What follows belongs to an exercise in optimizing a design on an open flow for small area; a production flow would make more cautious choices.
Function was checked by simulation only, so behaviour that the tests miss may differ from the original.
No activity file was given, so power comes from the tool's default toggle rates.

## flow/design.v (module list and top-level ports; edited modules follow where they fit)
// module DivFreq: 13 lines
// module Cronometro: 38 lines
// module Comparador: 32 lines
// module UART: 74 lines
// module PWM: 31 lines
// module BCDSSeg: 24 lines
// module LCD_TEXT: 54 lines
// module Reset_Delay: 19 lines
// module Pantalla: 145 lines
// module PantallaRom: 576 lines
// module Cambio: 24 lines
// module PILLOUT: 375 lines
module PILLOUT(clk,
					rst,
					filas,
					columnas,
					RX,
					TX,
					Servo1,
					Servo2,
					Bocina,
					HEX0,
					dis,
					LCD_RW, 
					LCD_EN, 
					LCD_RS, 
					LCD_DATA);
  // ...
==> flow/run.sh <==
#!/bin/bash
# synth_recipe.tcl (not shown) runs the flow's synth.tcl, then flattens the netlist and writes it again
# the make line also repeats each setting of config.mk as NAME=value (left out here)
make -C /OpenROAD-flow-scripts/flow DESIGN_CONFIG=/design/flow/config.mk WORK_HOME=/design/flow/orfs CLKGATE_MAP_FILE= SYNTH_SCRIPT=/design/flow/synth_recipe.tcl finish
==> flow/config.mk <==
export PLATFORM = sky130hd
export DESIGN_NAME = PILLOUT
export DESIGN_NICKNAME = PILLOUT
export VERILOG_FILES = /design/flow/design.v
export SDC_FILE = /design/flow/constraint.sdc
export NUM_CORES = 4
export LEC_CHECK = 0
export CAP_MARGIN = 20
export CORE_MARGIN = 2
export CORE_UTILIZATION = 45
export CTS_BUF_LIST = sky130_fd_sc_hd__clkbuf_16
export CTS_CLUSTER_DIAMETER = 100
export CTS_CLUSTER_SIZE = 20
export SLEW_MARGIN = 20
==> flow/constraint.sdc <==
create_clock -name core_clock -period 10.0 [get_ports {clk}]
set_input_delay 2.0000 -clock core_clock [delete_from_list [all_inputs] [get_ports {clk}]]
set_output_delay 2.0000 -clock core_clock [all_outputs]
set_load 0.01 [all_outputs]
==> metrics.md, run 1 <==
| Metric | Value |
|---|---|
| Cell depth of the worst setup path | `17` |
| Hold path cells | `1` |
| Buffer share of cell area | `0.0246` |
| Commonest cells after routing, fill and taps aside | `329 x nor2_1, 281 x edfxtp_1, 242 x nand2_1` |
| CTS root buf | `clkbuf_16` |
| Fin cells | `3,579` |
| Post-route setup slack | `3.99 ns` |
| Critical path class | `reg -> reg` |
| Cell taking the most area after synthesis | `edfxtp_1` |
| Busiest grt layer | `met2` |
| First-pass GRT wire length | `132 mm` |
| Die Span Y | `247 µm` |
| Initial Util | `0.458` |
| Setup crit end kind | `flop` |
| Combinational power | `0.208 mW` |
| Inverters excl. clock | `73` |
| Run status | `finished clean` |
| Critical-path maximum fanout | `31` |
| Comb power frac | `0.063` |
| Setup Skew | `0.0231 ns` |
| Clk pwr | `around 1.1 mW` |
| Met3 Wirelength | `7.38 mm` |
| Main combinational cell family by area after synthesis | `simple AND/OR/NAND/NOR gates` |
| Post-Layout Inst Area | `about 0.028 mm²` |
| WP data required | `10.48 ns` |
| Post-Syn Instances | `about 2.9k` |
| Buffers added on ports | `29` |
| Post-CTS sizing | `0` |
==> run 2: changes to the inputs <==
--- a/flow/config.mk
+++ b/flow/config.mk
@@ -7,7 +7,7 @@
 export LEC_CHECK = 0
 export CAP_MARGIN = 20
 export CORE_MARGIN = 2
-export CORE_UTILIZATION = 45
+export CORE_UTILIZATION = 60
 export CTS_BUF_LIST = sky130_fd_sc_hd__clkbuf_16
 export CTS_CLUSTER_DIAMETER = 100
 export CTS_CLUSTER_SIZE = 20
==> metrics.md, run 2 <==
| Metric | Value |
|---|---|
| Max FFs per register | `117` |
| Setup crit end kind | `flop` |
| CP arrival | `6.44 ns` |
| Final net count | `2,869` |
| Row Count | `between 70 and 80` |
| Fin crit share | `0.596` |
| CP bufs+invs | `3` |
| Post-route setup slack | `4.04 ns (+0.0537 ns)` |
| Syn Area/Cell | `just over 9 µm²` |
| Setup violators final | `0` |
| Final Wtd Congestion | `0.988` |
| Largest Register | `rec_s` |
| Leakage | `9.49 nW` |
| Synth-to-layout area growth | `4.34%` |
| Total gr overflow | `0` |
| Cell taking the most area after synthesis | `edfxtp_1` |
| Adder-cell share of the synthesized area | `0.0354` |
| Cell mode on critical path | `inv_1` |
| Synth Area in XOR/XNOR | `0.0621` |
| Post-Layout Inst Area | `0.0277 mm² (-1.1%)` |
| Share of power burned in registers | `0.601` |
| Critical-path maximum fanout | `31 (unchanged)` |
| Clk pwr share | `0.336` |
| Min Tclk post-route | `a little under 6 ns` |
| Peak VDD IR | `0.148 mV` |
| Sink Count | `between 400 and 500` |
| # diodes | `0` |
| Max Slew Vio Count | `0` |
| Routed WL per cell | `around 24 µm` |
| EDFF count, synth | `281` |
| Critical path's slowest cell | `edfxtp_1` |
| Initial antenna violation count | `0` |
| Max-capacitance violation count | `0` |
| Critical Path Max Stage Delay | `0.98 ns` |
| Number of synthesized register bits | `approximately 440` |
| Iteration-0 DRC count of the detailed router | `3,651` |
| Cells after DPL | `3,353` |
| Synth top area share | `0.318` |
| FILL cells | `approximately 3.7k` |
| Fin cells | `3,399 (-5.0%)` |
| Fin. Hold Viols | `0` |
| Initial Util | `0.603 (+0.146)` |
| CTS root buf | `clkbuf_16` |
| First-pass GRT wire length | `128 mm (-3.3%)` |
| Post-CTS setup buffers | `0` |
| Skew-Pair Late Insertion Delay | `0.59 ns` |
| Mux contribution to synthesized area | `0.0188` |
| Core area | `0.0439 mm²` |
| Switching Fraction | `0.235` |
| Cell depth of the worst setup path | `17 (unchanged)` |
| F_max | `168 MHz` |
| Synth cell types | `110` |
| Buffers added on ports | `29 (unchanged)` |
| Critical path class | `reg -> reg` |
| Most common cell after layout, fill and taps aside | `nor2_1` |
| Mapped Area | `~0.027 mm²` |
| Clock Tree Buf Depth | `3` |
| H-tree level count | `1` |
| Post-synthesis compound-gate area fraction | `0.193` |
| Via count of the first global-routing pass | `21.6k` |
| Post-route DRC | `0` |
| Count leader, synth | `nor2_1` |
| Main combinational cell family by area after synthesis | `simple AND/OR/NAND/NOR gates` |
| Drt total wl | `82.4 mm` |
| Setup Skew | `0.0243 ns (+0.00120 ns)` |
| Crit start category | `flop` |
| NetSw | `0.765 mW` |
| Fraction of registers with async set/reset | `0` |
| Post-synthesis simple-gate area fraction | `0.206` |
| Pre-CTS WS | `4.23 ns` |
| Worst hold path type | `reg -> reg` |
| WP data required | `10.48 ns (about the same)` |
| Die Span Y | `214 µm (-13%)` |
| Most frequent cells after synthesis | `331 x nor2_1, 281 x edfxtp_1, 243 x nand2_1` |
| Rel. slew slack | `0.247` |
| Die W | `214 µm` |
| R2R depth | `17` |
| Worst Tran Pin Value | `1.13 ns` |
| TritonCTS buffer count | `25` |
| Layout cells sized above 1 | `0.0485` |
| Post-CTS Hold Fix Bufs | `0` |
| Clock-pin slew on the worst setup and hold paths | `0.10 ns` |
| Final HPWL DP | `57.6 mm` |
| CP delay by family, top | `adder cells` |
| Routed via count | `23.3k` |
| Ys Warns | `11` |
| Run status | `finished clean` |
| Setup_tns | `0 ns` |
| Sequential cell area fraction in the yosys report | `0.435` |
| Die ar. | `0.0459 mm²` |
| Post-Syn Instances | `2,925 (unchanged)` |
| Hold path cells | `0 (-1)` |
| CTS tree | `done` |
| RSZ-0062 raised after global routing | `no` |
| Vias per Instance | `6.86` |
| Dominant synthesized flop cell | `edfxtp_1` |
| Power, Total | `3.25 mW` |
| DP Area | `0.0269 mm²` |
| Critical-path cell list | `inv_1 -> nand2_1 -> inv_1 -> fa_1 -> ha_1 -> inv_1 -> fa_1 -> nor2b_1 -> and2_1 -> nand2_1 -> o21ai_0 -> a22oi_1 -> o211ai_1 -> xnor2_1 -> nand4_1 -> a211oi_1 -> a21oi_1` |
| Hold WS | `0.453 ns` |
| # IOs | `34` |
| Top cells by area, synth | `edfxtp_1 32%, dfxtp_1 12%, nor2_1 4.7%, a21oi_1 3.5%, nand2_1 3.4%` |
| Comb power frac | `0.064 (about the same)` |
| Largest net degree at the start of global routing | `76` |
| Power per cell area | `118 mW/mm²` |
| Initial DRT Pass Iterations | `11` |
| Post-CTS sizing | `0 (unchanged)` |
| Cell Int Power | `2.49 mW` |
| Commonest cells after routing, fill and taps aside | `329 x nor2_1, 281 x edfxtp_1, 242 x nand2_1` |
| ANT nets after route | `0` |
| Total GRT Usage | `0.350` |
| Final Core Density | `0.630` |
## run 2: power by group through the flow
stage               clock network (mW)  registers [mW]  logic (mW)
finish                            1.09            1.95       0.207
global route                      1.16            1.96       0.223
CTS                               1.10            1.95       0.201
detailed placement                   0            1.99       0.200
global placement                     0            1.99       0.197
floorplan                            0            1.98       0.147
## run 2: path summary, 6_finish.rpt
check | from | end | slack [ns]
worst max-delay path | state_s[0] | chg_q | 4.04
worst min-delay path | comp.numeros[3] | num_i[3] | 0.45
worst max register to register | state_s[0] | chg_q | 4.04
worst min register to register | comp.numeros[3] | num_i[3] | 0.45
## run 2: layer usage
layer  track usage  wire, µm  vias to the layer above
met5             0         0                        -
met1         0.484     32400                    11065
li1              -         -                    10446
met3        0.0569      8760                      255
met2         0.559     37600                     1539
met4         0.129      3590                        0
## run 2: cell type report
cell class / instances / area (µm²) / area share
Multi-Input combinational cell: 2181 / 13700 / 0.497
Sequential cell: 435 / 11500 / 0.417
Tap cell: 592 / 741 / 0.0268
Timing Repair Buffer: 73 / 631 / 0.0228
Clock buffer: 25 / 626 / 0.0226
Inverter: 73 / 274 / 0.00991
Clock inverter: 20 / 120 / 0.00434
## run 2: kinds of logic after synthesis
family,Yosys count
xor gates and xnor gates,188
buffers and inverters,312
adders and majority gates,74
other,1
muxes,49
and+or+nand+nor,1110
DFF,435
AOI/OAI and AO/OA,756
## run 2: worst register-to-register path, delay by kind of cell, from the launching register on
family	cells	cell delay (ns)
xor gates and xnor gates	1	0.18
and+or+nand+nor	5	1.52
AOI/OAI and AO/OA	5	0.83
adders and majority gates	3	1.70
buffers and inverters	3	0.63
DFF	1	0.98
==> module PILLOUT, before the edit <==
module PILLOUT(clk,
					rst,
					filas,
					columnas,
					RX,
					TX,
					Servo1,
					Servo2,
					Bocina,
					HEX0,
					dis,
					LCD_RW, 
					LCD_EN, 
					LCD_RS, 
					LCD_DATA);
input	clk;
input	rst;
input  [3:0]filas;
output [3:0]columnas;
input RX;
output TX;
output Servo1;
output Servo2;
output Bocina;
output dis;
output [6:0] HEX0;
output  [7:0] LCD_DATA;
output LCD_RW;
output LCD_EN;
output LCD_RS;
wire [4:0]num;
wire Done;
wire [15:0]tiempo;
wire tcarry;
wire DLY_RST;
wire clk_10k;
wire baud;
wire [2:0]cnt;
wire [31:0]tag;
wire done;
wire [1:0] LUT_LINE;
wire [4:0] LUT_COL;
wire [8:0] LUT_DATA;
wire chg;
assign Bocina = 1'b0;
assign dis    = 1'b0;
parameter MenuPrin 	 = 0;
parameter NewUser1 	 = 1;
parameter NewUser2 	 = 2;
parameter RFID1    	 = 3; 
parameter RFID2    	 = 4;
parameter Medicamento = 5;
function [116:0] pack(input [128:0] i);
	pack = {i[128:93], i[91:85], i[82:69], i[67:61], i[58:45], i[43:37], i[34:21], i[19:13], i[10:0]};
endfunction
function [128:0] unpack(input [116:0] p);
	unpack = {p[116:81], 1'b0, p[80:74], 2'b00, p[73:60], 1'b0, p[59:53], 2'b00,
	          p[52:39], 1'b0, p[38:32], 2'b00, p[31:18], 1'b0, p[17:11], 2'b00, p[10:0]};
endfunction
reg [2:0]state_s;
reg [1:0]posi_s;
reg [2:0]posiH_s;
reg in_s;
reg [8:0]contador_s;
reg RST_s;
reg [3:0]med_s;
reg [1:0]user_s;
reg validate_s;
reg [116:0] rec_s;
reg [3:0] used_s;
reg [31:0] tag0_s, tag1_s, tag2_s, tag3_s;
reg [4:0] num_i;
reg done_i;
reg rstd;
wire [128:0] info_show = unpack(rec_s);
wire [128:0] info_rd = {info_show[128] & (user_s != 2'h3), info_show[127:0]};
reg [514:0] Usuarios;
always @(*) begin
	Usuarios = 515'd0;
	Usuarios[0]       = used_s[0];
	Usuarios[128:97]  = tag0_s;
	Usuarios[129]     = used_s[1];
	Usuarios[257:226] = tag1_s;
	Usuarios[258]     = used_s[2];
	Usuarios[386:355] = tag2_s;
	Usuarios[387]     = used_s[3];
	Usuarios[514:483] = tag3_s;
end
reg wr;    
reg [23:0] we;    
reg clr;          
reg twr;          
reg [2:0]state;
reg [1:0]posi;
reg [2:0]posiH;
reg in;
reg [8:0]contador;
reg RST;
reg [3:0]med;
reg [128:0]info;
reg [1:0]user;
reg validate;
always @(*) begin
wr = 1'b0;
we = 24'd0;
clr = 1'b0;
twr = 1'b0;
state = state_s;
posi = posi_s;
posiH = posiH_s;
in = in_s;
contador = contador_s;
RST = RST_s;
med = med_s;
user = user_s;
validate = validate_s;
if(state == 0) med = num_i;
info = info_rd;
case(state)
	MenuPrin:begin
					if(num_i == 5'h11) begin
						state = 1;
						info[0] = 1;  
					if(Usuarios[0]   == 0) begin user=2'h0; end
					else if(Usuarios[129] == 0) begin user=2'h1; end
					else if(Usuarios[258] == 0) begin user=2'h2; end
					else if(Usuarios[387] == 0) begin user=2'h3; end
					else state = 0;
					end
					if(num_i == 5'h12) begin state = 4; RST = 0; end
			end
	NewUser1:begin
				if(in == 0 && num_i == 5'h1B) begin
					state = 0; 
					posi = 0; 
					posiH = 0; 
					if( validate == 0) begin info = 0; clr = 1'b1; end
					else validate = 0;
				end
				if(in == 0)begin
					if(posi == 0 || (num_i == 5'h1C && posi == 2'b10)) posi = 2'b01;
					else if((num_i == 5'h1D && posi == 2'b01) || (num_i == 5'h1c && posi == 2'b11)) posi = 2'b10;
					else if(num_i == 5'h1D && posi == 2'b10) posi = 2'b11;
				end
				if((num_i == 5'h1A && (posi == 2'b01 || posi == 2'b10))|| in == 1)begin
				in = 1;
					if((num_i == 5'h1E && posiH == 3'b000) || (num_i == 5'h1F && posiH == 3'b010)) posiH = 3'b001;
					else if((num_i == 5'h1E && posiH == 3'b001) || (num_i == 5'h1F && posiH == 3'b011)) posiH = 3'b010;
					else if((num_i == 5'h1E && posiH == 3'b010) || (num_i == 5'h1F && posiH == 3'b100)) posiH = 3'b011;
					else if((num_i == 5'h1E && posiH == 3'b011) || (num_i == 5'h1F && posiH == 3'b101)) posiH = 3'b100;
					else if((num_i == 5'h1E && posiH == 3'b100)) posiH = 3'b101;			
					else if(num_i == 5'h1F && posiH == 3'b001) posiH = 3'b000;		
					if(posi == 2'b01 && num_i[4]==1'b1 && num_i[3:0] <= 4'h9)begin
						case(posiH)
							3'b000: begin info[4:1] = num_i[3:0]; wr = 1'b1; we[0] = 1'b1; end
							3'b001: begin info[8:5] = num_i[3:0]; wr = 1'b1; we[1] = 1'b1; end
							3'b010: if(num_i[3:0] < 4'h3 && info[16:13] < 4'h4)begin info[12:9] = num_i[3:0]; wr = 1'b1; we[2] = 1'b1; end
							3'b011: begin 
									  if(info[12:9] != 4'h2) begin info[16:13] = num_i[3:0]; wr = 1'b1; we[3] = 1'b1; end
										else if(num_i[3:0] < 4'h4) begin info[16:13] = num_i[3:0]; wr = 1'b1; we[3] = 1'b1; end
									  end
							3'b100: if(num_i[3:0] < 4'h6)begin info[20:17] = num_i[3:0]; wr = 1'b1; we[4] = 1'b1; end		
							3'b101: begin info[24:21] = num_i[3:0]; wr = 1'b1; we[5] = 1'b1; end				
						endcase						
					end
					if(posi == 2'b10 && num_i[4]==1'b1 && num_i[3:0] <= 4'h9)begin
					case(posiH)
						3'b000: begin info[28:25] = num_i[3:0]; wr = 1'b1; we[6] = 1'b1; end
						3'b001: begin info[32:29] = num_i[3:0]; wr = 1'b1; we[7] = 1'b1; end
						3'b010: if(num_i[3:0] < 4'h3 && info[40:37] < 4'h4)begin info[36:33] = num_i[3:0]; wr = 1'b1; we[8] = 1'b1; end
						3'b011: begin 
									if(info[36:33] != 4'h2) begin info[40:37] = num_i[3:0]; wr = 1'b1; we[9] = 1'b1; end
									else if(num_i[3:0] < 4'h4)begin info[40:37] = num_i[3:0]; wr = 1'b1; we[9] = 1'b1; end
								  end
						3'b100: if(num_i[3:0] < 4'h6)begin info[44:41] = num_i[3:0]; wr = 1'b1; we[10] = 1'b1; end
						3'b101: begin info[48:45] = num_i[3:0]; wr = 1'b1; we[11] = 1'b1; end				
					endcase
					end
					if(num_i == 5'h1B)begin in=0; posiH = 3'b000; end
				end	
				if(in == 0 && posi==2'b11 && num_i == 5'h1A)  begin state = 2; posi = 0; posiH = 0;end	
				end
	NewUser2:begin
				if(in == 0 && num_i == 5'h1B) begin
					state = 0; 
					posi = 0; 
					posiH = 0; 
					if( validate == 0)begin
					info = 0; clr = 1'b1;
					end else validate = 0;
				end
				if(in ==	0)begin
					if(num_i == 5'h1C && posi == 2'b01) posi = 2'b00;
					if((num_i == 5'h1D && posi == 2'b00) || (num_i == 5'h1C && posi == 2'b10)) posi = 2'b01;
					else if((num_i == 5'h1D && posi == 2'b01) || (num_i == 5'h1c && posi == 2'b11)) posi = 2'b10;
					else if(num_i == 5'h1D && posi == 2'b10 && validate == 0) posi = 2'b11;
				end
				if((num_i == 5'h1A && (posi == 2'b01 || posi == 2'b10)) || in == 1)begin
				in = 1;
					if((num_i == 5'h1E && posiH == 3'b000) || (num_i == 5'h1F && posiH == 3'b010)) posiH = 3'b001;
					else if((num_i == 5'h1E && posiH == 3'b001) || (num_i == 5'h1F && posiH == 3'b011)) posiH = 3'b010;
					else if((num_i == 5'h1E && posiH == 3'b010) || (num_i == 5'h1F && posiH == 3'b100)) posiH = 3'b011;
					else if((num_i == 5'h1E && posiH == 3'b011) || (num_i == 5'h1F && posiH == 3'b101)) posiH = 3'b100;
					else if((num_i == 5'h1E && posiH == 3'b100)) posiH = 3'b101;			
					else if(num_i == 5'h1F && posiH == 3'b001) posiH = 3'b000;		
					if(posi == 2'b01 && num_i[4]==1'b1 && num_i[3:0] <= 4'h9)begin
						case(posiH)
							3'b000: begin info[52:49] = num_i[3:0]; wr = 1'b1; we[12] = 1'b1; end
							3'b001: begin info[56:53] = num_i[3:0]; wr = 1'b1; we[13] = 1'b1; end
							3'b010: if(num_i[3:0] < 4'h3 && info[64:61] < 4'h4)begin info[60:57] = num_i[3:0]; wr = 1'b1; we[14] = 1'b1; end
							3'b011: begin 
									  if(info[60:57] != 4'h2) begin info[64:61] = num_i[3:0]; wr = 1'b1; we[15] = 1'b1; end
										else if(num_i[3:0] < 4'h4) begin info[64:61] = num_i[3:0]; wr = 1'b1; we[15] = 1'b1; end
									  end
							3'b100: if(num_i[3:0] < 4'h6)begin info[68:65] = num_i[3:0]; wr = 1'b1; we[16] = 1'b1; end		
							3'b101: begin info[72:69] = num_i[3:0]; wr = 1'b1; we[17] = 1'b1; end				
						endcase
					end
					if(posi == 2'b10 && num_i[4]==1'b1 && num_i[3:0] <= 4'h9)begin
					case(posiH)
						3'b000: begin info[76:73] = num_i[3:0]; wr = 1'b1; we[18] = 1'b1; end
						3'b001: begin info[80:77] = num_i[3:0]; wr = 1'b1; we[19] = 1'b1; end
						3'b010: if(num_i[3:0] < 4'h3 && info[88:85] < 4'h4)begin info[84:81] = num_i[3:0]; wr = 1'b1; we[20] = 1'b1; end
						3'b011: begin 
									if(info[84:81] != 4'h2) begin info[88:85] = num_i[3:0]; wr = 1'b1; we[21] = 1'b1; end
									else if(num_i[3:0] < 4'h4)begin info[88:85] = num_i[3:0]; wr = 1'b1; we[21] = 1'b1; end
								  end
						3'b100: if(num_i[3:0] < 4'h6)begin info[92:89] = num_i[3:0]; wr = 1'b1; we[22] = 1'b1; end
						3'b101: begin info[96:93] = num_i[3:0]; wr = 1'b1; we[23] = 1'b1; end				
					endcase
					end
				end
				if(num_i == 5'h1B)begin in=0; posiH = 3'b000; end
				if(in == 0 && num_i == 5'h1A)begin
					if(posi==2'b11)begin
					state = 3; 
					RST = 0;
					end else if(posi == 2'b00) state = 1;
					posi = 0; posiH = 0;
				end
				end
	RFID1: 	begin
					RST = 1;
					if(num_i == 5'h1b) state = 2;					
					info[128:97] = tag[31:0]; twr = 1'b1;
					in = done_i;
						if(in == 1)begin
						contador = contador + 1;
							if(contador == 'd500) begin 
							state = 0; 
							contador = 0;
							in = 0;
							end
						end
				end
	RFID2:	begin
					RST = 1;
					if(num_i == 5'h1b) state = 0;	
					if(done_i)begin
						case(tag)
							Usuarios[128:97]:  begin user = 2'h0; state = 1; in = 0; validate = 1; info[128:97] = tag[31:0]; twr = 1'b1;end
							Usuarios[257:226]: begin user = 2'h1; state = 1; in = 0; validate = 1; info[128:97] = tag[31:0]; twr = 1'b1;end
							Usuarios[386:355]: begin user = 2'h2; state = 1; in = 0; validate = 1; info[128:97] = tag[31:0]; twr = 1'b1;end
							Usuarios[514:483]: begin user = 2'h3; state = 1; in = 0; validate = 1; info[128:97] = tag[31:0]; twr = 1'b1;end
							default: begin
								in = 1;
								RST = 0;
							end
						endcase
					end
				end
endcase
if(rstd) begin
state = 0;
posi = 0;
posiH = 0;
in = 0;
contador = 0;
RST = 1;
med = 0;
info = 0;
user = 0;
validate = 0;
end
end
wire chg_now;
reg [128:0] upd_en, upd_val;
integer k;
always @(*) begin
	upd_en  = 129'd0;
	upd_val = 129'd0;
	upd_en[0]  = 1'b1;
	upd_val[0] = info[0];
	for (k = 0; k < 24; k = k + 1) begin
		upd_en[4*k+1 +: 4]  = {4{we[k] | clr | rstd}};
		upd_val[4*k+1 +: 4] = (we[k] & ~rstd) ? num_i[3:0] : 4'd0;
	end
	upd_en[128:97]  = {32{twr | clr | rstd}};
	upd_val[128:97] = (twr & ~rstd) ? tag : 32'd0;
	upd_en[128]     = twr | clr | rstd | (user_s == 2'h3);
end
wire [116:0] rec_en = pack(upd_en), rec_val = pack(upd_val);
integer j;
always @(posedge clk)
	if(clk_10k)
		for (j = 0; j < 117; j = j + 1)
			if(rec_en[j]) rec_s[j] <= rec_val[j];
wire [4:0] fk = (state_s == 3'd2 ? 5'd12 : 5'd0) + (posi_s == 2'd2 ? 5'd6 : 5'd0) + {2'b00, posiH_s};
reg [3:0] old_dig;
always @(*) begin
	case(fk)
	5'd0: old_dig = info_rd[4:1];
	5'd1: old_dig = info_rd[8:5];
	5'd2: old_dig = info_rd[12:9];
	5'd3: old_dig = info_rd[16:13];
	5'd4: old_dig = info_rd[20:17];
	5'd5: old_dig = info_rd[24:21];
	5'd6: old_dig = info_rd[28:25];
	5'd7: old_dig = info_rd[32:29];
	5'd8: old_dig = info_rd[36:33];
	5'd9: old_dig = info_rd[40:37];
	5'd10: old_dig = info_rd[44:41];
	5'd11: old_dig = info_rd[48:45];
	5'd12: old_dig = info_rd[52:49];
	5'd13: old_dig = info_rd[56:53];
	5'd14: old_dig = info_rd[60:57];
	5'd15: old_dig = info_rd[64:61];
	5'd16: old_dig = info_rd[68:65];
	5'd17: old_dig = info_rd[72:69];
	5'd18: old_dig = info_rd[76:73];
	5'd19: old_dig = info_rd[80:77];
	5'd20: old_dig = info_rd[84:81];
	5'd21: old_dig = info_rd[88:85];
	5'd22: old_dig = info_rd[92:89];
	5'd23: old_dig = info_rd[96:93];
	default: old_dig = 4'd0;
	endcase
end
wire dchg = wr && (old_dig != num_i[3:0]);
always @(posedge clk) begin
	if(rst) rstd <= 1'b1;
	else if(clk_10k) rstd <= 1'b0;
	if(clk_10k) begin
		state_s <= state;
		posi_s <= posi;
		posiH_s <= posiH;
		in_s <= in;
		contador_s <= contador;
		RST_s <= RST;
		med_s <= med;
		user_s <= user;
		validate_s <= validate;
		num_i <= num;
		done_i <= done;
		if(rstd || user == 2'h0) begin used_s[0] <= info[0]; tag0_s <= info[128:97]; end
		if(rstd || user == 2'h1) begin used_s[1] <= info[0]; tag1_s <= info[128:97]; end
		if(rstd || user == 2'h2) begin used_s[2] <= info[0]; tag2_s <= info[128:97]; end
		if(rstd || user == 2'h3) begin used_s[3] <= info[0]; tag3_s <= info[127:96]; end
	end
end
DivFreq 	div0 (clk, rst, cnt, clk_10k, baud);
Cronometro cronometro1(clk, rst, clk_10k, tiempo, tcarry);
Pantalla   dis1(LUT_LINE, LUT_COL, state_s, info_show[128:1], user_s, posi_s, posiH_s, in_s, validate_s, tiempo, LUT_DATA);
Cambio     cmb (chg_now, state_s, posi_s, posiH_s, in_s, validate_s, tcarry, dchg,
                state, posi, posiH, in, validate);
reg chg_q;
always @(posedge clk) chg_q <= clk_10k & chg_now;
assign chg = chg_q;
LCD_TEXT    LCD1(clk, DLY_RST & ~rst, LCD_DATA, LCD_RW, LCD_EN, LCD_RS, LUT_LINE, LUT_COL, LUT_DATA, Done);
Reset_Delay r0 (clk, rst, DLY_RST, Done, chg);
Comparador  comp (clk, rst, clk_10k, filas, columnas, num);
UART RFID(clk, rst, baud, clk_10k, RX, TX, RST, tag, done);
PWM servos(clk, rst, cnt, Servo1, Servo2, med);
BCDSSeg sseg(num[3:0], HEX0);
endmodule
==> run 3: changes to the inputs <==
--- a/flow/design.v
+++ b/flow/design.v
@@ -1096,14 +1096,13 @@
 reg [3:0]med_s;
 reg [1:0]user_s;
 reg validate_s;
-reg [116:0] rec_s;
+reg [84:0] rec_s;      
 reg [3:0] used_s;
 reg [31:0] tag0_s, tag1_s, tag2_s, tag3_s;
 reg [4:0] num_i;
 reg done_i;
 reg rstd;
-wire [128:0] info_show = unpack(rec_s);
-wire [128:0] info_rd = {info_show[128] & (user_s != 2'h3), info_show[127:0]};
+wire [128:0] info_rd = unpack({32'd0, rec_s});
 reg [514:0] Usuarios;
 always @(*) begin
 	Usuarios = 515'd0;
@@ -1325,15 +1324,12 @@
 		upd_en[4*k+1 +: 4]  = {4{we[k] | clr | rstd}};
 		upd_val[4*k+1 +: 4] = (we[k] & ~rstd) ? num_i[3:0] : 4'd0;
 	end
-	upd_en[128:97]  = {32{twr | clr | rstd}};
-	upd_val[128:97] = (twr & ~rstd) ? tag : 32'd0;
-	upd_en[128]     = twr | clr | rstd | (user_s == 2'h3);
 end
-wire [116:0] rec_en = pack(upd_en), rec_val = pack(upd_val);
+wire [116:0] rec_en = pack(upd_en), rec_val = pack(upd_val);    
 integer j;
 always @(posedge clk)
 	if(clk_10k)
-		for (j = 0; j < 117; j = j + 1)
+		for (j = 0; j < 85; j = j + 1)
 			if(rec_en[j]) rec_s[j] <= rec_val[j];
 wire [4:0] fk = (state_s == 3'd2 ? 5'd12 : 5'd0) + (posi_s == 2'd2 ? 5'd6 : 5'd0) + {2'b00, posiH_s};
 reg [3:0] old_dig;
@@ -1382,15 +1378,19 @@
 		validate_s <= validate;
 		num_i <= num;
 		done_i <= done;
-		if(rstd || user == 2'h0) begin used_s[0] <= info[0]; tag0_s <= info[128:97]; end
-		if(rstd || user == 2'h1) begin used_s[1] <= info[0]; tag1_s <= info[128:97]; end
-		if(rstd || user == 2'h2) begin used_s[2] <= info[0]; tag2_s <= info[128:97]; end
-		if(rstd || user == 2'h3) begin used_s[3] <= info[0]; tag3_s <= info[127:96]; end
+		if(rstd || user == 2'h0) used_s[0] <= info[0];
+		if(rstd || user == 2'h1) used_s[1] <= info[0];
+		if(rstd || user == 2'h2) used_s[2] <= info[0];
+		if(rstd || user == 2'h3) begin used_s[3] <= info[0]; tag3_s[0] <= info[96]; end
+		if(rstd || (user == 2'h0 && (twr || clr))) tag0_s <= (twr && !rstd) ? tag : 32'd0;
+		if(rstd || (user == 2'h1 && (twr || clr))) tag1_s <= (twr && !rstd) ? tag : 32'd0;
+		if(rstd || (user == 2'h2 && (twr || clr))) tag2_s <= (twr && !rstd) ? tag : 32'd0;
+		if(rstd || (user == 2'h3 && (twr || clr))) tag3_s[31:1] <= (twr && !rstd) ? tag[30:0] : 31'd0;
 	end
 end
 DivFreq 	div0 (clk, rst, cnt, clk_10k, baud);
 Cronometro cronometro1(clk, rst, clk_10k, tiempo, tcarry);
-Pantalla   dis1(LUT_LINE, LUT_COL, state_s, info_show[128:1], user_s, posi_s, posiH_s, in_s, validate_s, tiempo, LUT_DATA);
+Pantalla   dis1(LUT_LINE, LUT_COL, state_s, {tag, info_rd[96:1]}, user_s, posi_s, posiH_s, in_s, validate_s, tiempo, LUT_DATA);
 Cambio     cmb (chg_now, state_s, posi_s, posiH_s, in_s, validate_s, tcarry, dchg,
                 state, posi, posiH, in, validate);
 reg chg_q;
==> metrics.md, run 3 <==
| Metric | Value |
|---|---|
| WP data required | `10.46 ns (-0.02 ns)` |
| Post-route DRC | `0 (unchanged)` |
| Share of power burned in registers | `0.598 (-0.003)` |
| Die ar. | `0.0443 mm² (-3.4%)` |
| Setup Skew | `0.0341 ns (+0.00974 ns)` |
| Critical path's slowest cell | `ha_1` |
| Max Slew Vio Count | `0 (unchanged)` |
| CP delay by family, top | `simple AND/OR/NAND/NOR gates` |
| Cell mode on critical path | `a31oi_1` |
| Count leader, synth | `nor2_1` |
| Cell taking the most area after synthesis | `edfxtp_1` |
| Syn Area/Cell | `8.99 µm² (-0.82%)` |
| ANT nets after route | `0 (unchanged)` |
| Fraction of registers with async set/reset | `0 (unchanged)` |
| Total gr overflow | `0 (unchanged)` |
| Peak VDD IR | `0.161 mV (+9.3%)` |
| Row Count | `75 (-2.6%)` |
| Largest Register | `rec_s` |
| EDFF count, synth | `249 (-11%)` |
| Routed via count | `22.4k (-4.1%)` |
| Core area | `0.0420 mm² (-4.3%)` |
| # IOs | `34 (unchanged)` |
| Most common cell after layout, fill and taps aside | `nor2_1` |
| Initial Util | `0.609 (+0.00555)` |
| Footprint of the multi-input gates | `0.0138 mm² (+0.33%)` |
| Busiest grt layer | `met2` |
| Fin. Hold Viols | `0 (unchanged)` |
| Vias per Instance | `6.85 (about the same)` |
| Run status | `finished clean` |
| Clk pwr share | `0.335 (about the same)` |
| Critical path class | `reg -> reg` |
| Fin crit share | `0.528 (-0.0676)` |
| Routed WL per cell | `23.4 µm (-3.5%)` |
| F_max | `189 MHz (+13%)` |
| Post-CTS Hold Fix Bufs | `0 (unchanged)` |
| CTS root buf | `clkbuf_16` |
| Switching Fraction | `0.237 (+0.00193)` |
| Initial antenna violation count | `0 (unchanged)` |
| Mapped Area | `0.0256 mm² (-3.4%)` |
| Met1 usage | `0.477 (-0.00630)` |
| Crit start category | `flop` |
| Final net count | `2,790 (-2.8%)` |
| Sequential cell area | `0.0106 mm² (-8.3%)` |
| Number of synthesized register bits | `403 (-7.4%)` |
| Final Wtd Congestion | `1.02 (+3.2%)` |
| Comb power frac | `0.067 (+0.003)` |
| Sequential cell area fraction in the yosys report | `0.412 (-0.0221)` |
| Synth cell types | `103 (-6.4%)` |
| Most frequent cells after synthesis | `276 x nor2_1, 249 x edfxtp_1, 206 x nand2_1` |
| Max FFs per register | `85 (-27%)` |
| Sink Count | `403 (-7.4%)` |
| Ys Warns | `11 (unchanged)` |
| Critical-path maximum fanout | `29 (-6.5%)` |
| Post-CTS setup buffers | `0 (unchanged)` |
| First-pass GRT wire length | `120 mm (-6.4%)` |
| Cells after DPL | `3,223 (-3.9%)` |
| Hold WS | `0.438 ns (-0.0155 ns)` |
| Iteration-0 DRC count of the detailed router | `2,951 (-19%)` |
| GR Layer Usage met2 | `0.537 (-0.0212)` |
| Setup_tns | `0 ns (unchanged)` |
| Largest net degree at the start of global routing | `76 (unchanged)` |
| Critical-path cell list | `or3b_1 -> inv_2 -> fa_1 -> ha_1 -> nand2b_1 -> or4b_2 -> o2111ai_1 -> nor4_1 -> xnor2_1 -> nor2_1 -> a31oi_1 -> a221oi_1 -> a31oi_1` |
| Post-Syn Instances | `2,848 (-2.6%)` |
| Met3 Use GR | `0.0472 (-0.00965)` |
| Buffers added on ports | `29 (unchanged)` |
| Die Span Y | `211 µm (-1.7%)` |
| Clock Tree Buf Depth | `3 (unchanged)` |
| Initial DRT Pass Iterations | `8 (-3)` |
| Post-CTS sizing | `0 (unchanged)` |
| Cell Int Power | `2.31 mW (-7.3%)` |
| Commonest cells after routing, fill and taps aside | `274 x nor2_1, 249 x edfxtp_1, 206 x nand2_1` |
| CP arrival | `5.74 ns (-0.70 ns)` |
| Total GRT Usage | `0.339 (-0.0109)` |
| Max-capacitance violation count | `0 (unchanged)` |
| Dominant synthesized flop cell | `edfxtp_1` |
| RSZ-0062 raised after global routing | `no` |
| Setup crit end kind | `flop` |
| Top cells by area, synth | `edfxtp_1 29%, dfxtp_1 12%, xnor2_1 5.3%, nor2_1 4.0%, ha_1 3.5%` |
| Setup violators final | `0 (unchanged)` |
| Final HPWL DP | `52.6 mm (-8.6%)` |
| Worst Tran Pin Value | `1.02 ns (-0.111 ns)` |
| TritonCTS buffer count | `24 (-4.0%)` |
| Min Tclk post-route | `5.28 ns (-0.676 ns)` |
| Synth-to-layout area growth | `4.04%` |
| NetSw | `0.717 mW (-6.3%)` |
| H-tree level count | `1 (unchanged)` |
| Skew-Pair Late Insertion Delay | `0.57 ns (-0.02 ns)` |
| Worst hold path type | `reg -> reg` |
| Power per cell area | `114 mW/mm² (-3.5%)` |
| Drt total wl | `76.4 mm (-7.3%)` |
| Layout cells sized above 1 | `0.0514 (+0.00293)` |
| Clock-pin slew on the worst setup and hold paths | `0.10 ns (about the same)` |
| Leakage | `8.82 nW (-7.1%)` |
| FILL cells | `3,650 (-1.7%)` |
| Final Core Density | `0.634 (+0.00393)` |
| # diodes | `0 (unchanged)` |
| CP bufs+invs | `1 (-2)` |
| Rel. slew slack | `0.321 (+0.0740)` |
| Power, Total | `3.02 mW (-7.0%)` |
| CTS tree | `done` |
| Fin cells | `3,264 (-4.0%)` |
| Critical Path Max Stage Delay | `0.92 ns (-0.06 ns)` |
| Synth top area share | `0.292 (-0.0262)` |
| Via count of the first global-routing pass | `20.7k (-4.1%)` |
| Die W | `211 µm (-1.7%)` |
run 3: kinds of logic after synthesis:
family / Yosys count / synth area share
flops: 403 / 0.412
compound gates: 698 / 0.188
xor+xnor: 182 / 0.0623
fa+ha+maj: 73 / 0.0363
other cells: 1 / 0.000146
mux: 55 / 0.0230
buf+inv: 313 / 0.0508
simple gates: 1123 / 0.227
run 3: final timing paths:
check	start	end	slack (ns)	depth (start not counted)
max	state_s[1]	chg_q	4.72	13
min	RFID.done	done_i	0.44	0
max reg2reg	state_s[1]	chg_q	4.72	13
min reg2reg	RFID.done	done_i	0.44	0
run 3: layer usage:
metal / up-vias / share of wire
li1: 10281 / -
met4: 0 / 0.038
met5: - / 0
met3: 190 / 0.096
met2: 1274 / 0.46
met1: 10615 / 0.41
run 3: power groups by stage:
stage | sequential, mW | combinational [mW] | clock [mW]
global route | 1.81 | 0.220 | 1.09
detailed placement | 1.85 | 0.198 | 0
global placement | 1.84 | 0.194 | 0
floorplan | 1.83 | 0.151 | 0
CTS | 1.81 | 0.199 | 1.03
finish | 1.81 | 0.203 | 1.01
run 3: per-stage QoR:
stage | area (µm²) | setup slack (ns)
final | 26600 | 4.72
after global routing | 26600 | 4.42
after CTS | 26600 | 4.83
after detailed placement | 25900 | 4.85
after global placement | 25900 | 4.99
after floorplan | 25600 | 5.40
run 3: final cells by class:
cell class,instances,share of cell area
clock buffers,25,0.0235
clock inverters,16,0.00319
inverters,72,0.0101
multi-input cells,2135,0.518
flip-flops and latches,403,0.397
well taps,539,0.0253
repair buffers,74,0.0235
==> module UART, before the edit <==
module UART(clk, rst, baud, en, RX, TX, RST, tag, done);
input clk;
input rst;
input baud;
input en;
input RX;
input RST;
output TX;
output reg done;
output reg [31:0]tag;
reg [4:0]contador;
reg [4:0]delayTX;
reg [5:0]espacio;
reg lector;
reg empezar;
reg pend;
reg pbit;
assign TX = lector && (delayTX != 5'd31);
reg [4:0] c_v, d_v;
reg [5:0] e_v;
reg l_v, s_v, done_v, pend_v, pbit_v;
always @(*) begin
	c_v = contador; d_v = delayTX; e_v = espacio; l_v = lector; s_v = empezar;
	done_v = done; pend_v = pend; pbit_v = pbit;
	if(baud) begin
		c_v = contador + 5'd1;
		if(delayTX != 5'd31) d_v = delayTX + 5'd1;
		if(RST == 1'b0 && lector == 1'b0) begin
			l_v = 1'b1;
			d_v = 5'd0;
			done_v = 1'b0;
		end
		if(RX == 1'b0 && empezar == 1'b0) begin
			s_v = 1'b1;
			c_v = 5'd0;
		end
		if(l_v && s_v && c_v == 5'd25) begin
			c_v = 5'd0;
			if(espacio < 6'd32) begin pend_v = 1'b1; pbit_v = RX; end
			e_v = espacio + 6'd1;
			if(e_v == 6'd33) begin
				e_v = 6'd0;
				s_v = 1'b0;
				l_v = 1'b0;
				done_v = 1'b1;
			end
		end
	end
	if(en) pend_v = 1'b0;
end
always@(posedge clk)begin
	if(rst) begin
		tag <= 32'd0;
		contador <= 5'd0;
		delayTX <= 5'd0;
		espacio <= 6'd0;
		lector <= 1'b0;
		empezar <= 1'b0;
		done <= 1'b0;
		pend <= 1'b0;
		pbit <= 1'b0;
	end else begin
		contador <= c_v;
		delayTX <= d_v;
		espacio <= e_v;
		lector <= l_v;
		empezar <= s_v;
		done <= done_v;
		pend <= pend_v;
		pbit <= pbit_v;
		if(en && pend) tag[5'd31 - (espacio[4:0] - 5'd1)] <= pbit;
	end
end
endmodule
==> run 4: changes to the inputs <==
--- a/flow/design.v
+++ b/flow/design.v
@@ -131,9 +131,14 @@
 	end
 	if(en) pend_v = 1'b0;
 end
+wire [4:0] widx = 5'd31 - (espacio[4:0] - 5'd1);
+wire tag_d = pbit & ~rst;
+integer i;
+always @(posedge clk)
+	for (i = 0; i < 32; i = i + 1)
+		if(rst || (en && pend && widx == i)) tag[i] <= tag_d;
 always@(posedge clk)begin
 	if(rst) begin
-		tag <= 32'd0;
 		contador <= 5'd0;
 		delayTX <= 5'd0;
 		espacio <= 6'd0;
@@ -151,7 +156,6 @@
 		done <= done_v;
 		pend <= pend_v;
 		pbit <= pbit_v;
-		if(en && pend) tag[5'd31 - (espacio[4:0] - 5'd1)] <= pbit;
 	end
 end
 endmodule
@@ -1322,7 +1326,7 @@
 	upd_val[0] = info[0];
 	for (k = 0; k < 24; k = k + 1) begin
 		upd_en[4*k+1 +: 4]  = {4{we[k] | clr | rstd}};
-		upd_val[4*k+1 +: 4] = (we[k] & ~rstd) ? num_i[3:0] : 4'd0;
+		upd_val[4*k+1 +: 4] = (clr | rstd) ? 4'd0 : num_i[3:0];    
 	end
 end
 wire [116:0] rec_en = pack(upd_en), rec_val = pack(upd_val);    
==> metrics.md, run 4 <==
| Metric | Value |
|---|---|
| Critical path class | `reg -> reg` |
| First-pass GRT wire length | `111 mm (-7.4%)` |
| Post-route DRC | `0 (unchanged)` |
| Sink Count | `403 (unchanged)` |
| Total GRT Usage | `0.330 (-0.00902)` |
| Setup_tns | `0 ns (unchanged)` |
| Layout cells sized above 1 | `0.0590 (+0.00759)` |
| Post-Syn Instances | `2,647 (-7.1%)` |
| Die ar. | `0.0428 mm² (-3.4%)` |
| Fin. Hold Viols | `0 (unchanged)` |
| Routed WL per cell | `23.1 µm (-1.1%)` |
| Synth-to-layout area growth | `4.56%` |
| CTS tree | `done` |
| FILL cells | `3,398 (-6.9%)` |
| Post-CTS sizing | `0 (unchanged)` |
| Skew-Pair Late Insertion Delay | `0.59 ns (+0.02 ns)` |
| Dominant synthesized flop cell | `edfxtp_1` |
| Initial DRT Pass Iterations | `7 (-1)` |
| Max FFs per register | `85 (unchanged)` |
| R2R depth | `16 (+3)` |
| TritonCTS buffer count | `24 (unchanged)` |
| Iteration-0 DRC count of the detailed router | `2,645 (-10%)` |
| Die Span Y | `207 µm (-1.7%)` |
| # diodes | `0 (unchanged)` |
| Initial antenna violation count | `0 (unchanged)` |
| Synth top area share | `0.341 (+0.0494)` |
| Commonest cells after routing, fill and taps aside | `281 x edfxtp_1, 241 x nor2_1, 228 x nand2_1` |
| Min Tclk post-route | `5.92 ns (+0.642 ns)` |
| H-tree level count | `1 (unchanged)` |
| Leakage | `9.13 nW (+3.5%)` |
| Mapped Area | `0.0247 mm² (-3.5%)` |
| Power per cell area | `120 mW/mm² (+5.3%)` |
| Synth cell types | `109 (+5.8%)` |
| Run status | `finished clean` |
| Initial Util | `0.607 (-0.00236)` |
| Peak VDD IR | `0.168 mV (+4.4%)` |
| Sequential cell area fraction in the yosys report | `0.440 (+0.0278)` |
| Most frequent cells after synthesis | `281 x edfxtp_1, 244 x nor2_1, 229 x nand2_1` |
| Crit start category | `flop` |
| Routed via count | `21.0k (-6.2%)` |
| Max-capacitance violation count | `0 (unchanged)` |
| Fin crit share | `0.592 (+0.0642)` |
| Setup Skew | `0.0360 ns (+0.00198 ns)` |
| Rel. slew slack | `0.281 (-0.0398)` |
| Cell taking the most area after synthesis | `edfxtp_1` |
| Worst Tran Pin Value | `1.08 ns (+0.0596 ns)` |
| Die W | `207 µm (-1.7%)` |
| Hold path cells | `0 (unchanged)` |
| Core area | `0.0407 mm² (-3.1%)` |
| Final net count | `2,625 (-5.9%)` |
| Most common cell after layout, fill and taps aside | `edfxtp_1` |
| Syn Area/Cell | `9.34 µm² (+3.9%)` |
| ANT nets after route | `0 (unchanged)` |
| Buffers added on ports | `29 (unchanged)` |
| Pre-CTS WS | `4.22 ns (-0.625 ns)` |
| Final Wtd Congestion | `0.988 (-3.1%)` |
| Total gr overflow | `0 (unchanged)` |
| CP arrival | `6.37 ns (+0.63 ns)` |
| Post-CTS setup buffers | `0 (unchanged)` |
| F_max | `169 MHz (-11%)` |
| Critical-path maximum fanout | `24 (-17%)` |
| Fraction of registers with async set/reset | `0 (unchanged)` |
| # IOs | `34 (unchanged)` |
| CTS root buf | `clkbuf_16` |
| Drt total wl | `71.6 mm (-6.3%)` |
| Largest Register | `rec_s` |
| Largest net degree at the start of global routing | `64 (-16%)` |
| Power, Total | `3.09 mW (+2.1%)` |
| Via count of the first global-routing pass | `19.5k (-5.7%)` |
| Final HPWL DP | `49.7 mm (-5.6%)` |
| RSZ-0062 raised after global routing | `no` |
| Setup violators final | `0 (unchanged)` |
| EDFF count, synth | `281 (+13%)` |
| Post-CTS Hold Fix Bufs | `0 (unchanged)` |
| Setup crit end kind | `flop` |
| Vias per Instance | `6.78 (-0.98%)` |
| WP data required | `10.45 ns (about the same)` |
| Worst hold path type | `reg -> reg` |
| Clock-pin slew on the worst setup and hold paths | `0.10 ns (about the same)` |
| Clock Tree Buf Depth | `3 (unchanged)` |
| Ys Warns | `11 (unchanged)` |
| Max Slew Vio Count | `0 (unchanged)` |
| Count leader, synth | `edfxtp_1` |
| Top cells by area, synth | `edfxtp_1 34%, dfxtp_1 9.9%, xor2_1 4.5%, nor2_1 3.7%, a21oi_1 3.6%` |
| Number of synthesized register bits | `403 (unchanged)` |
| Row Count | `74 (-1.3%)` |
| Post-route setup slack | `4.08 ns (-0.642 ns)` |
run 4: logic make-up (layout without fill, tap and decap cells):
group / after synthesis / in the layout / share of synthesized area
XOR/XNOR: 187 / 187 / 0.0663
multiplexers: 51 / 51 / 0.0212
AND/OR/NAND/NOR: 995 / 995 / 0.205
buffers and inverters: 271 / 182 / 0.0481
flip-flops: 403 / 403 / 0.440
adder cells (fa/ha/maj): 74 / 74 / 0.0381
other: 1 / 4 / 0.000152
AO/OA/AOI/OAI: 665 / 665 / 0.181
run 4: through the flow:
stage,cells,hold WS (ns),utilization,instance area (µm²)
3_3_place_gp,3048,0.420,0.616,25100
5_1_grt,3093,0.446,0.634,25800
6_report,3093,0.435,0.634,25800
3_5_place_dp,3048,0.416,0.616,25100
2_1_floorplan,2650,0.408,-,24700
4_1_cts,3091,0.438,0.633,25800
run 4: area by class of cell:
class	instances	area [µm²]	area share
clock buffer	25	626	0.0242
tap	532	666	0.0258
multi-input combinational	1976	12700	0.492
timing repair buffer	69	613	0.0237
clock inverter	18	83.8	0.00324
sequential	403	10900	0.421
inverter	70	263	0.0102
run 4: report_power, final:
| part | switching (mW) | internal (mW) | leakage [nW] |
|---|---|---|---|
| logic | 0.148 | 0.0758 | 5.14 |
| registers | 0.0420 | 1.81 | 3.59 |
| clock network | 0.557 | 0.457 | 0.408 |
| total | 0.747 | 2.34 | 9.13 |
run 4: worst max-delay path, cell delays in order, from the launching register on:
cell and delay (ns):
edfxtp_1 0.81, or3b_1 0.51, inv_2 0.21, fa_1 0.57
ha_1 0.15, inv_1 0.05, fa_1 0.96, nand3b_1 0.29
nor4_1 0.07, a211o_1 0.30, a2111oi_0 0.60, nand3_1 0.20
xor2_1 0.19, nor4_1 0.32, nor3_1 0.10, o41ai_1 0.34
a21oi_1 0.12
run 4: final timing paths:
kind	from	end	slack (ns)
worst max-delay path	state_s[0]	chg_q	4.08
worst min-delay path	comp.numeros[4]	num_i[4]	0.44
worst max register to register	state_s[0]	chg_q	4.08
worst min register to register	comp.numeros[4]	num_i[4]	0.44
run 4: layer usage:
metal  track usage  vias up  part of all wire
met3        0.0581      150             0.093
met4        0.0955        0             0.029
met1         0.470    10156              0.42
li1              -     9532                 -
met2         0.519     1142              0.46
met5             0        -                 0
==> module Pantalla, before the edit <==
module Pantalla(line, col, state, info, user, posi, posiH, in, validate, tiempo, c);
input [1:0] line;
input [4:0] col;
input [2:0] state;
input [128:1] info;
input [1:0] user;
input [1:0] posi;
input [2:0] posiH;
input in, validate;
input [15:0] tiempo;
output reg [8:0] c;
wire v = (state == 3'd1 || state == 3'd2) ? validate : in;
wire l_0 = (~line[0] & line[1]) |
		(line[1] & state[0] & state[1]) |
		(line[1] & state[2]) |
		(~line[0] & v & state[2]) |
		(line[0] & ~line[1] & ~state[1] & ~state[2]) |
		(line[0] & ~line[1] & ~state[0] & state[1]) |
		(line[1] & ~v & state[1]);
wire l_1 = (~line[0] & line[1] & ~state[0] & ~state[1] & ~state[2]) |
		(line[0] & line[1] & state[2]) |
		(~line[0] & ~line[1] & state[0]) |
		(line[0] & line[1] & state[0] & ~state[1]) |
		(~line[0] & ~line[1] & state[1]) |
		(line[0] & line[1] & v & ~state[0] & state[1]) |
		(~line[0] & v & state[0] & state[1]);
wire l_2 = (line[0] & ~state[0]) |
		(line[0] & ~line[1]) |
		(~line[0] & line[1] & state[0] & ~state[1]) |
		(~state[0] & state[1]) |
		(line[1] & state[2]) |
		(line[0] & ~v & ~state[1]) |
		(~line[0] & line[1] & ~v & state[0]);
wire l_3 = (~line[0] & ~line[1] & ~state[1] & ~state[2]) |
		(~line[0] & state[0] & ~state[1]) |
		(line[0] & state[1]) |
		(line[1] & ~state[0] & state[1]) |
		(line[0] & ~line[1] & state[2]) |
		(line[1] & v & state[0]) |
		(~line[1] & state[0] & ~state[1]);
wire l_4 = (line[1] & ~state[0] & ~state[1] & ~state[2]) |
		(~line[0] & ~line[1] & state[0]) |
		(~line[0] & ~line[1] & state[1]) |
		(~v & state[0] & state[1]) |
		(line[0] & state[0] & state[1]) |
		(line[0] & ~line[1] & state[2]) |
		(~line[0] & ~v & state[2]) |
		(~line[0] & line[1] & state[2]) |
		(line[0] & line[1] & ~v & state[1]);
wire [4:0] lid = {l_4, l_3, l_2, l_1, l_0};
wire r_0, r_1, r_2, r_3, r_4, r_5, r_6, r_7, r_8, r_9;
PantallaRom rom(col[0], col[1], col[2], col[3], col[4], lid[0], lid[1], lid[2], lid[3], lid[4],
                r_0, r_1, r_2, r_3, r_4, r_5, r_6, r_7, r_8, r_9);
wire [7:0] ch = {r_7, r_6, r_5, r_4, r_3, r_2, r_1, r_0};
wire dig = r_8 & ~r_9;
wire hex = r_9 & ~r_8;
wire med = r_9 & r_8;
reg [2:0] pos;
always @(*) begin
	case(col)
	5'd11: pos = 3'd0;
	5'd12: pos = 3'd1;
	5'd14: pos = 3'd2;
	5'd15: pos = 3'd3;
	5'd17: pos = 3'd4;
	5'd18: pos = 3'd5;
	default: pos = 3'd7;
	endcase
end
wire [1:0] grp = {state == 3'd2, line == 2'd1};
reg [23:0] g;
always @(*) begin
	case(grp)
	2'd0: g = info[24:1];
	2'd1: g = info[48:25];
	2'd2: g = info[72:49];
	default: g = info[96:73];
	endcase
end
reg [3:0] nmed;
always @(*) begin
	case(pos)
	3'd0: nmed = g[3:0];
	3'd1: nmed = g[7:4];
	3'd2: nmed = g[11:8];
	3'd3: nmed = g[15:12];
	3'd4: nmed = g[19:16];
	default: nmed = g[23:20];
	endcase
end
reg [3:0] ntag;
wire [2:0] tcol = col[2:0] - 3'd4;
always @(*) begin
	case(tcol)
	3'd0: ntag = info[100:97];
	3'd1: ntag = info[104:101];
	3'd2: ntag = info[108:105];
	3'd3: ntag = info[112:109];
	3'd4: ntag = info[116:113];
	3'd5: ntag = info[120:117];
	3'd6: ntag = info[124:121];
	default: ntag = info[128:125];
	endcase
end
reg [3:0] ntime;
always @(*) begin
	case(col[2:0])
	3'd2: ntime = tiempo[15:12];
	3'd3: ntime = tiempo[11:8];
	3'd5: ntime = tiempo[7:4];
	default: ntime = tiempo[3:0];
	endcase
end
wire [3:0] nd = (state == 3'd0) ? ntime : (line == 2'd0) ? {2'b00, user} : nmed;
wire [3:0] h9 = ntag - 4'd9;
wire form = (state == 3'd1 || state == 3'd2);
reg sline;
always @(*) begin
	case(posi)
	2'd0: sline = (state == 3'd2) && (line == 2'd0);
	2'd1: sline = form && (line == 2'd2);
	2'd2: sline = form && (line == 2'd1);
	default: sline = form && (line == 2'd3) && !(state == 3'd2 && validate);
	endcase
end
wire star = sline && (col == 5'd0);
wire mark = form && in && (line == 2'd0) && (pos == posiH) && (pos != 3'd7);
always @(*) begin
	if(col >= 5'd20) begin
		case(col[2:0])
		3'd4: c = 9'h038;
		3'd5: c = 9'h00C;
		3'd6: c = 9'h001;
		3'd7: c = 9'h006;
		default: c = 9'h080;
		endcase
	end
	else if(mark) c = 9'h121;
	else if(star) c = 9'h12A;
	else if(hex) c = !in ? 9'h120 : (ntag > 4'h9) ? {5'h14, h9} : {5'h13, ntag};
	else if(med) c = {7'b1001100, grp} + 9'd1;
	else if(dig) c = {5'h13, nd};
	else c = {1'b1, ch};
end
endmodule
==> run 5: changes to the inputs <==
--- a/flow/design.v
+++ b/flow/design.v
@@ -287,7 +287,7 @@
     end
 end
 endmodule
-module Pantalla(line, col, state, info, user, posi, posiH, in, validate, tiempo, c);
+module Pantalla(line, col, state, info, user, posi, posiH, in, validate, tiempo, c, nmed);
 input [1:0] line;
 input [4:0] col;
 input [2:0] state;
@@ -298,6 +298,7 @@
 input in, validate;
 input [15:0] tiempo;
 output reg [8:0] c;
+output reg [3:0] nmed;
 wire v = (state == 3'd1 || state == 3'd2) ? validate : in;
 wire l_0 = (~line[0] & line[1]) |
 		(line[1] & state[0] & state[1]) |
@@ -366,7 +367,6 @@
 	default: g = info[96:73];
 	endcase
 end
-reg [3:0] nmed;
 always @(*) begin
 	case(pos)
 	3'd0: nmed = g[3:0];
@@ -1335,37 +1335,21 @@
 	if(clk_10k)
 		for (j = 0; j < 85; j = j + 1)
 			if(rec_en[j]) rec_s[j] <= rec_val[j];
-wire [4:0] fk = (state_s == 3'd2 ? 5'd12 : 5'd0) + (posi_s == 2'd2 ? 5'd6 : 5'd0) + {2'b00, posiH_s};
-reg [3:0] old_dig;
+wire lcd_idle = (LUT_COL == 5'd25);
+reg [4:0] fcol;
 always @(*) begin
-	case(fk)
-	5'd0: old_dig = info_rd[4:1];
-	5'd1: old_dig = info_rd[8:5];
-	5'd2: old_dig = info_rd[12:9];
-	5'd3: old_dig = info_rd[16:13];
-	5'd4: old_dig = info_rd[20:17];
-	5'd5: old_dig = info_rd[24:21];
-	5'd6: old_dig = info_rd[28:25];
-	5'd7: old_dig = info_rd[32:29];
-	5'd8: old_dig = info_rd[36:33];
-	5'd9: old_dig = info_rd[40:37];
-	5'd10: old_dig = info_rd[44:41];
-	5'd11: old_dig = info_rd[48:45];
-	5'd12: old_dig = info_rd[52:49];
-	5'd13: old_dig = info_rd[56:53];
-	5'd14: old_dig = info_rd[60:57];
-	5'd15: old_dig = info_rd[64:61];
-	5'd16: old_dig = info_rd[68:65];
-	5'd17: old_dig = info_rd[72:69];
-	5'd18: old_dig = info_rd[76:73];
-	5'd19: old_dig = info_rd[80:77];
-	5'd20: old_dig = info_rd[84:81];
-	5'd21: old_dig = info_rd[88:85];
-	5'd22: old_dig = info_rd[92:89];
-	5'd23: old_dig = info_rd[96:93];
-	default: old_dig = 4'd0;
+	case(posiH_s)
+	3'd0: fcol = 5'd11;
+	3'd1: fcol = 5'd12;
+	3'd2: fcol = 5'd14;
+	3'd3: fcol = 5'd15;
+	3'd4: fcol = 5'd17;
+	default: fcol = 5'd18;
 	endcase
 end
+wire [1:0] pan_line = lcd_idle ? ((posi_s == 2'd2) ? 2'd1 : 2'd2) : LUT_LINE;
+wire [4:0] pan_col  = lcd_idle ? fcol : LUT_COL;
+wire [3:0] old_dig;
 wire dchg = wr && (old_dig != num_i[3:0]);
 always @(posedge clk) begin
 	if(rst) rstd <= 1'b1;
@@ -1394,7 +1378,7 @@
 end
 DivFreq 	div0 (clk, rst, cnt, clk_10k, baud);
 Cronometro cronometro1(clk, rst, clk_10k, tiempo, tcarry);
-Pantalla   dis1(LUT_LINE, LUT_COL, state_s, {tag, info_rd[96:1]}, user_s, posi_s, posiH_s, in_s, validate_s, tiempo, LUT_DATA);
+Pantalla   dis1(pan_line, pan_col, state_s, {tag, info_rd[96:1]}, user_s, posi_s, posiH_s, in_s, validate_s, tiempo, LUT_DATA, old_dig);
 Cambio     cmb (chg_now, state_s, posi_s, posiH_s, in_s, validate_s, tcarry, dchg,
                 state, posi, posiH, in, validate);
 reg chg_q;
==> metrics.md, run 5 <==
| Metric | Value |
|---|---|
| Post-route DRC | `0 (unchanged)` |
| Routed via count | `19.8k (-5.9%)` |
| Critical-path cell list | `nor2b_1 -> a21oi_1 -> a21o_1 -> inv_1 -> ha_1 -> a222oi_1 -> a21oi_1 -> a21o_1 -> mux2i_1 -> ha_1 -> nor2_1 -> nor2_1 -> nor2_2 -> mux2i_1 -> a32o_1 -> a2111oi_2 -> a21oi_1` |
| Commonest cells after routing, fill and taps aside | `281 x edfxtp_1, 256 x nor2_1, 192 x nand2_1` |
| Crit start category | `flop` |
| Post-CTS sizing | `0 (unchanged)` |
| Largest Register | `rec_s` |
| Post-CTS Hold Fix Bufs | `0 (unchanged)` |
| Initial antenna violation count | `0 (unchanged)` |
| Largest net degree at the start of global routing | `68 (+6.3%)` |
| Cell depth of the worst setup path | `17 (+1)` |
| Worst Tran Pin Value | `1.04 ns (-0.0373 ns)` |
| RSZ-0062 raised after global routing | `no` |
| Setup_tns | `0 ns (unchanged)` |
| Max FFs per register | `85 (unchanged)` |
| Final net count | `2,499 (-4.8%)` |
| Synth-to-layout area growth | `4.81%` |
| Critical-path maximum fanout | `25 (+4.2%)` |
| Worst hold path type | `reg -> reg` |
| Hold path cells | `0 (unchanged)` |
| Clock-pin slew on the worst setup and hold paths | `0.10 ns (about the same)` |
| CTS root buf | `clkbuf_16` |
| Die ar. | `0.0415 mm² (-3.1%)` |
| Power, Total | `3.07 mW (-0.58%)` |
| Row Count | `73 (-1.4%)` |
| Setup Skew | `0.0290 ns (-0.00699 ns)` |
| Mapped Area | `0.0239 mm² (-3.1%)` |
| CP bufs+invs | `1 (-1)` |
| Fin cells | `2,969 (-4.0%)` |
| Number of synthesized register bits | `403 (unchanged)` |
| Initial DRT Pass Iterations | `8 (+1)` |
| Fraction of registers with async set/reset | `0 (unchanged)` |
| # IOs | `34 (unchanged)` |
| Rel. slew slack | `0.308 (+0.0266)` |
| Pre-CTS WS | `4.24 ns (+0.0197 ns)` |
| Max-capacitance violation count | `0 (unchanged)` |
| Core area | `0.0395 mm² (-2.9%)` |
| Syn Area/Cell | `9.51 µm² (+1.9%)` |
| Buffers added on ports | `29 (unchanged)` |
| Fin crit share | `0.598 (+0.00562)` |
| Setup crit end kind | `flop` |
| Post-route setup slack | `4.02 ns (-0.0562 ns)` |
| Critical path class | `reg -> reg` |
| FF-to-FF Start | `posiH_s[2]` |
| Cells after DPL | `2,923 (-4.1%)` |
| First-pass GRT wire length | `104 mm (-5.9%)` |
| Sequential cell area fraction in the yosys report | `0.455 (+0.0143)` |
| Post-Syn Instances | `2,516 (-4.9%)` |
| R2R depth | `17 (+1)` |
| EDFF count, synth | `281 (unchanged)` |
| Total GRT Usage | `0.317 (-0.0129)` |
| Final HPWL DP | `45.3 mm (-8.7%)` |
| Clock Tree Buf Depth | `3 (unchanged)` |
| Dominant synthesized flop cell | `edfxtp_1` |
| Layout cells sized above 1 | `0.0532 (-0.00575)` |
| FILL cells | `3,286 (-3.3%)` |
| F_max | `167 MHz (-0.94%)` |
| Die Span Y | `204 µm (-1.6%)` |
| Setup crit start | `posiH_s[2]` |
| Max Slew Vio Count | `0 (unchanged)` |
| CTS tree | `done` |
| Leakage | `9.11 nW (-0.26%)` |
| CP arrival | `6.47 ns (+0.10 ns)` |
| Setup violators final | `0 (unchanged)` |
| CP endpoint | `LCD1.mLCD_DATA[1]` |
| H-tree level count | `1 (unchanged)` |
| Ys Warns | `11 (unchanged)` |
| Die W | `204 µm (-1.6%)` |
| Peak VDD IR | `0.125 mV (-26%)` |
| Via count of the first global-routing pass | `18.4k (-5.7%)` |
| Fin. Hold Viols | `0 (unchanged)` |
| Iteration-0 DRC count of the detailed router | `2,292 (-13%)` |
| Initial Util | `0.605 (-0.00140)` |
| Run status | `finished clean` |
| Routed WL per cell | `22.6 µm (-2.5%)` |
| WP data required | `10.49 ns (+0.04 ns)` |
| ANT nets after route | `0 (unchanged)` |
| TritonCTS buffer count | `25 (+4.2%)` |
| Most frequent cells after synthesis | `281 x edfxtp_1, 259 x nor2_1, 192 x nand2_1` |
| Drt total wl | `67.0 mm (-6.5%)` |
| Cell mode on critical path | `a21oi_1` |
| Synth top area share | `0.353 (+0.0111)` |
| Skew-Pair Late Insertion Delay | `0.60 ns (about the same)` |
| Vias per Instance | `6.65 (-1.9%)` |
| Critical path's slowest cell | `edfxtp_1` |
| CP delay by family, top | `compound AO/OA/AOI/OAI gates` |
| Setup slack, reg-to-reg | `4.02 ns (-0.06 ns)` |
| Hold WS | `0.431 ns (-0.00391 ns)` |
| Synth cell types | `105 (-3.7%)` |
| Total gr overflow | `0 (unchanged)` |
| Top cells by area, synth | `edfxtp_1 35%, dfxtp_1 10%, xor2_1 5.9%, nor2_1 4.1%, ha_1 3.5%` |
| Sink Count | `403 (unchanged)` |
| Cell taking the most area after synthesis | `edfxtp_1` |
| Post-CTS setup buffers | `0 (unchanged)` |
| Capturing point of the worst reg2reg path | `LCD1.mLCD_DATA[1]` |
| Final Wtd Congestion | `0.981 (-0.69%)` |
| Count leader, synth | `edfxtp_1` |
| Most common cell after layout, fill and taps aside | `edfxtp_1` |
| Power per cell area | `122 mW/mm² (+2.4%)` |
| Min Tclk post-route | `5.98 ns (+0.0562 ns)` |
| Critical Path Max Stage Delay | `0.94 ns (-0.02 ns)` |
-- run 5: changes by cell type after synthesis, moves of 12 or more --
cell / previous run / this run
xor2_1: 127 / 160
mux2i_1: 40 / 21
nor2_1: 244 / 259
a21o_1: 10 / 30
xnor2_1: 60 / 31
nand4_1: 48 / 34
nand3_1: 82 / 70
o21ai_0: 146 / 130
a21oi_1: 180 / 160
nand2_1: 229 / 192
-- run 5: layout make-up --
cell class | count | area, µm² | area share
timing repair buffer | 65 | 558 | 0.0222
inverter | 71 | 267 | 0.0106
clock buffer | 25 | 626 | 0.0249
antenna | 1 | 2.50 | 0.0000997
tap | 525 | 657 | 0.0262
clock inverter | 20 | 121 | 0.00484
sequential | 403 | 10900 | 0.434
multi-input combinational | 1859 | 12000 | 0.477
-- run 5: layer usage --
metal	track usage	vias up	share of wire
li1	-	9119	-
met1	0.443	9478	0.42
met2	0.508	1003	0.46
met3	0.0443	152	0.083
met4	0.110	0	0.032
met5	0	-	0
-- run 5: per-stage QoR --
step,cell area [µm²],util
2_1_floorplan,23900,-
3_5_place_dp,24300,0.615
6_report,25100,0.634
5_1_grt,25100,0.634
3_3_place_gp,24300,0.615
4_1_cts,25100,0.634
-- run 5: cell families (layout without fill, tap and decap cells) --
kind of cell | count (synthesis) | in the layout | share of synthesized area
and+or+nand+nor | 899 | 899 | 0.188
AOI/OAI and AO/OA | 669 | 669 | 0.193
DFF | 403 | 403 | 0.455
buffers and inverters | 257 | 181 | 0.0466
xor gates and xnor gates | 191 | 191 | 0.0699
adders and majority gates | 67 | 67 | 0.0350
muxes | 29 | 29 | 0.0130
other | 1 | 5 | 0.000157
-- run 5: where the power goes --
group | internal [mW] | total (mW) | switching (mW) | leakage [nW]
clock | 0.467 | 1.05 | 0.580 | 0.417
combinational | 0.0614 | 0.184 | 0.122 | 4.97
sequential | 1.80 | 1.84 | 0.0363 | 3.72
-- run 5: worst register-to-register path, stage by stage (launching register included) --
cell and delay [ns]:
edfxtp_1 0.94, nor2b_1 0.18, a21oi_1 0.24, a21o_1 0.83, inv_1 0.58, ha_1 0.70
a222oi_1 0.44, a21oi_1 0.12, a21o_1 0.18, mux2i_1 0.27, ha_1 0.26, nor2_1 0.06
nor2_1 0.15, nor2_2 0.08, mux2i_1 0.15, a32o_1 0.29, a2111oi_2 0.28, a21oi_1 0.12
-- run 5: how the worst min path moves through the flow --
stage          endpoint       startpoint  slack [ns]
6_report       num_i[1]  comp.numeros[1]        0.43
5_1_grt        num_i[1]  comp.numeros[1]        0.44
4_1_cts        num_i[1]  comp.numeros[1]        0.43
3_5_place_dp   num_i[1]  comp.numeros[1]        0.42
3_3_place_gp   num_i[1]  comp.numeros[1]        0.42
2_1_floorplan    done_i        RFID.done        0.40

## afterwards: timing with drivers on the ports
The results above use ideal ports. As a check the final layouts listed here were re-extracted and re-timed, cells and wires unchanged. Step 1, drivers: a clkbuf_16 drives clk and a buf_2 each remaining input, both assumed. Step 2 times the ports against the registers' clock, not the clock port: input delays grow and output delays shrink by t, the midpoint of the rising clock arrivals with the driver on. Three values: ideal, step 1, step 2; two values: the first two.
run | shift t [ns] | setup slack, ns | worst hold slack (ns) | clock arrival spread, ns | slew at the worst register clock pin (ns)
run 1 | 0.663 | 3.989 / 3.989 / 3.989 | 0.443 / 0.443 / 0.443 | 0.026 / 0.026 | 0.10 / 0.10
run 2 | 0.639 | 4.042 / 4.042 / 4.042 | 0.453 / 0.453 / 0.453 | 0.024 / 0.025 | 0.10 / 0.10
run 3 | 0.617 | 4.718 / 4.718 / 4.718 | 0.438 / 0.438 / 0.438 | 0.039 / 0.040 | 0.10 / 0.10
run 4 | 0.618 | 4.076 / 4.076 / 4.076 | 0.435 / 0.435 / 0.435 | 0.046 / 0.046 | 0.10 / 0.10
run 5 | 0.647 | 4.020 / 4.020 / 4.020 | 0.431 / 0.431 / 0.431 | 0.033 / 0.033 | 0.10 / 0.10
After both steps every run listed still meets setup and hold.
